This is an optimization exercise on Yosys and OpenROAD, whose aim is small area and a short achievable clock period, not a production implementation.
Only simulation tests tie the RTL to the original design; equivalence was not proved.
Power figures rest on the tool's default switching activity, not on a simulated workload.

## RV32I
module RV32I(output [31:0] Result, output [31:0] Result2, input clk, rst, input test, input [7:0] test_addr,
             output zero, overload,
             input [31:0] instr, output [31:0] pc);
Size in the first run: ~8700 cells after synthesis, roughly 0.13 sq mm of cells after synthesis.
Settings: LEC_CHECK=0, CAP_MARGIN=20, CORE_MARGIN=2, CORE_UTILIZATION=40, CTS_CLUSTER_DIAMETER=80, CTS_CLUSTER_SIZE=20, SLEW_MARGIN=20, SYNTH_HIERARCHICAL=1; clock period 22.0 ns.
standard.sh (not shown) runs the stock make flow with config.mk's settings and CLKGATE_MAP_FILE= SYNTH_SCRIPT=/design/flow/synth_recipe.tcl, a recipe that flattens the netlist after the stock synthesis.
==> flow/flow/run.sh <==
#!/bin/bash
# Own layout flow: the standard layout (standard.sh, standard synthesis) with
#  - timing repair aiming at 10 ns of setup slack instead of 0, on the worst path only
#    (the clock period and the constraints are unchanged; this only makes
#    repair_timing work harder),
#  - buf_4 port buffers and cell resizing across footprints,
#  - synthesis mapping for a smaller assumed load (smaller cells; timing repair sizes up
#    the critical ones),
#  - a clock tree without dummy loads.
# Each tool's full output stays in orfs/logs (per step); make's own output goes to make.log.
set -euo pipefail
bash standard.sh \
  SETUP_SLACK_MARGIN=10 TNS_END_PERCENT=0 ABC_LOAD_IN_FF=1 \
  MATCH_CELL_FOOTPRINT=0 \
  "BUFFER_PORTS_ARGS=-buffer_cell sky130_fd_sc_hd__buf_4" \
  "CTS_ARGS=-sink_clustering_enable -repair_clock_nets -dont_use_dummy_load -sink_clustering_size 20 -sink_clustering_max_diameter 80" \
  finish > make.log 2>&1
The first run ran to the end with no violations.
==> next run, changes <==
==> flow/flow/run.sh (replaced) <==
#!/bin/bash
# Own layout flow: the standard layout (standard.sh, standard synthesis) with
#  - timing repair aiming at 10 ns of setup slack instead of 0, on the worst path only
#    (the clock period and the constraints are unchanged; this only makes
#    repair_timing work harder),
#  - buffers from synthesis removed at floorplan (instead of a first timing repair),
#  - buf_4 port buffers and cell resizing across footprints,
#  - a clock tree of clkbuf_8 cells without dummy loads.
# Each tool's full output stays in orfs/logs (per step); make's own output goes to make.log.
set -euo pipefail
bash standard.sh \
  SETUP_SLACK_MARGIN=10 TNS_END_PERCENT=0 REMOVE_ABC_BUFFERS=1 \
  MATCH_CELL_FOOTPRINT=0 \
  "BUFFER_PORTS_ARGS=-buffer_cell sky130_fd_sc_hd__buf_4" \
  "CTS_ARGS=-sink_clustering_enable -repair_clock_nets -dont_use_dummy_load -sink_clustering_size 16 -sink_clustering_max_diameter 60 -buf_list sky130_fd_sc_hd__clkbuf_8" \
  finish > make.log 2>&1
Settings changed: CTS_BUF_LIST set to sky130_fd_sc_hd__clkbuf_8, CTS_CLUSTER_DIAMETER 80 to 60, CTS_CLUSTER_SIZE 20 to 16.
The changed run finished with timing, DRC and antenna clean.
Critical path depth is lower by 2.
Power came out lower by 5.9%.
Final cell count increases by 0.76%.
Routed wire length is lower by 1.1%.
Count of clock-buffer cells in the layout came out higher by 45.
Final area fell by 0.53%.
==> next run, changes <==
--- a/flow/flow/run.sh
+++ b/flow/flow/run.sh
@@ -5,3 +5,2 @@
 #    repair_timing work harder),
-#  - buffers from synthesis removed at floorplan (instead of a first timing repair),
 #  - buf_4 port buffers and cell resizing across footprints,
@@ -11,3 +10,3 @@
 bash standard.sh \
-  SETUP_SLACK_MARGIN=10 TNS_END_PERCENT=0 REMOVE_ABC_BUFFERS=1 \
+  SETUP_SLACK_MARGIN=10 TNS_END_PERCENT=0 \
   MATCH_CELL_FOOTPRINT=0 \
The new run completed without violations.
Power is about the same.
Cell count is about the same.
Die area stays the same.
Cell area fell slightly.
Sequential power barely changes.
First-iteration DRC count climbs by a few percent.
Routed wire length barely changes.
Synthesized cell count is unchanged.
==> next run, changes <==
--- a/flow/flow/run.sh
+++ b/flow/flow/run.sh
@@ -6,3 +6,3 @@
 #  - buf_4 port buffers and cell resizing across footprints,
-#  - a clock tree of clkbuf_8 cells without dummy loads.
+#  - a clock tree without dummy loads.
 # Each tool's full output stays in orfs/logs (per step); make's own output goes to make.log.
@@ -13,3 +13,3 @@
   "BUFFER_PORTS_ARGS=-buffer_cell sky130_fd_sc_hd__buf_4" \
-  "CTS_ARGS=-sink_clustering_enable -repair_clock_nets -dont_use_dummy_load -sink_clustering_size 16 -sink_clustering_max_diameter 60 -buf_list sky130_fd_sc_hd__clkbuf_8" \
+  "CTS_ARGS=-sink_clustering_enable -repair_clock_nets -dont_use_dummy_load -sink_clustering_size 20 -sink_clustering_max_diameter 80" \
   finish > make.log 2>&1
Settings changed: CORE_UTILIZATION 40 to 50, CTS_BUF_LIST sky130_fd_sc_hd__clkbuf_8 to unset, CTS_CLUSTER_DIAMETER 60 to 80, CTS_CLUSTER_SIZE 16 to 20.
Count of clock-buffer cells in the layout drops by 50.
Design area climbs slightly.
Critical path depth drops by 2.
Final cell count drops by a few percent.
Routed wire length climbs slightly.
Clock power climbs by about a fifth.
Fmax climbs slightly.
Worst setup slack gains 0.049 ns.
==> next run, changes <==
Settings changed: CORE_UTILIZATION 50 to 40.
What happened: Power came out lower by 0.68%. Cell area came out lower by 0.39%. Global-route usage came out lower by 8.3 points.
==> next run, changes <==
==> flow/flow/run.sh (replaced) <==
#!/bin/bash
# Own layout flow: the standard layout (standard.sh, standard synthesis) with
#  - timing repair aiming at 10 ns of setup slack instead of 0, on the worst path only
#    (the clock period and the constraints are unchanged; this only makes
#    repair_timing work harder),
#  - buf_2 port buffers and cell resizing across footprints,
#  - a clock tree of clkbuf_8 cells without dummy loads.
# Each tool's full output stays in orfs/logs (per step); make's own output goes to make.log.
set -euo pipefail
bash standard.sh \
  SETUP_SLACK_MARGIN=10 TNS_END_PERCENT=0 \
  MATCH_CELL_FOOTPRINT=0 \
  "BUFFER_PORTS_ARGS=-buffer_cell sky130_fd_sc_hd__buf_2" \
  "CTS_ARGS=-sink_clustering_enable -repair_clock_nets -dont_use_dummy_load -sink_clustering_size 16 -sink_clustering_max_diameter 60 -buf_list sky130_fd_sc_hd__clkbuf_8" \
  finish > make.log 2>&1
Settings changed: CTS_BUF_LIST set to sky130_fd_sc_hd__clkbuf_8, CTS_CLUSTER_DIAMETER 80 to 60, CTS_CLUSTER_SIZE 20 to 16.
The changed run passed the timing, DRC and antenna checks.
Power goes down by 5.1%.
Worst hold slack barely changes.
Core utilization fell by 0.15 points.
Cell count rises by 0.83%.
Sequential cell count does not change.
Global-route usage fell by 0.12 points.
Clock skew came out higher by 0.070 ns.
Area after synthesis is unchanged.
Count of clock-buffer cells in the layout grows by 55.
Non-clock buffer count went up by 32.

## afterwards: timing with drivers on the ports
The results above use ideal ports. As a check the final layouts listed here were re-extracted and re-timed, cells and wires unchanged. Step 1: set_driving_cell puts a clkbuf_16 on clk and a buf_2 on each other input, an assumption about the parent block. Step 2 also shifts input and output timing later by t, the mid clock arrival at the registers, as if the neighbouring blocks saw the same clock. Slacks: ideal ports / drivers / drivers and shift; pairs: ideal ports / drivers.
| run | t (ns) | setup slack, ns | clock arrival spread, ns | worst register clock-pin slew, ns | cell pins on the clock port's net |
|---|---|---|---|---|---|
| the first run | 0.977 | 6.937 / 6.868 / 6.868 | 0.171 / 0.171 | 0.09 / 0.09 | 1 |
| the second run | 1.139 | 7.052 / 6.903 / 6.903 | 0.152 / 0.153 | 0.11 / 0.11 | 1 |
| the third run | 1.161 | 6.971 / 6.872 / 6.872 | 0.180 / 0.179 | 0.11 / 0.11 | 1 |
| the fourth run | 0.960 | 7.020 / 6.902 / 6.902 | 0.133 / 0.134 | 0.09 / 0.09 | 1 |
| the fifth run | 0.999 | 7.024 / 6.893 / 6.893 | 0.114 / 0.114 | 0.09 / 0.09 | 1 |
| the sixth run | 1.151 | 6.970 / 6.827 / 6.827 | 0.184 / 0.183 | 0.12 / 0.12 | 1 |
After both steps setup and hold are still met in every run listed. For the second run, which loses most, drivers alone change the setup slack by -0.149 ns; drivers and shift together by -0.149 ns.
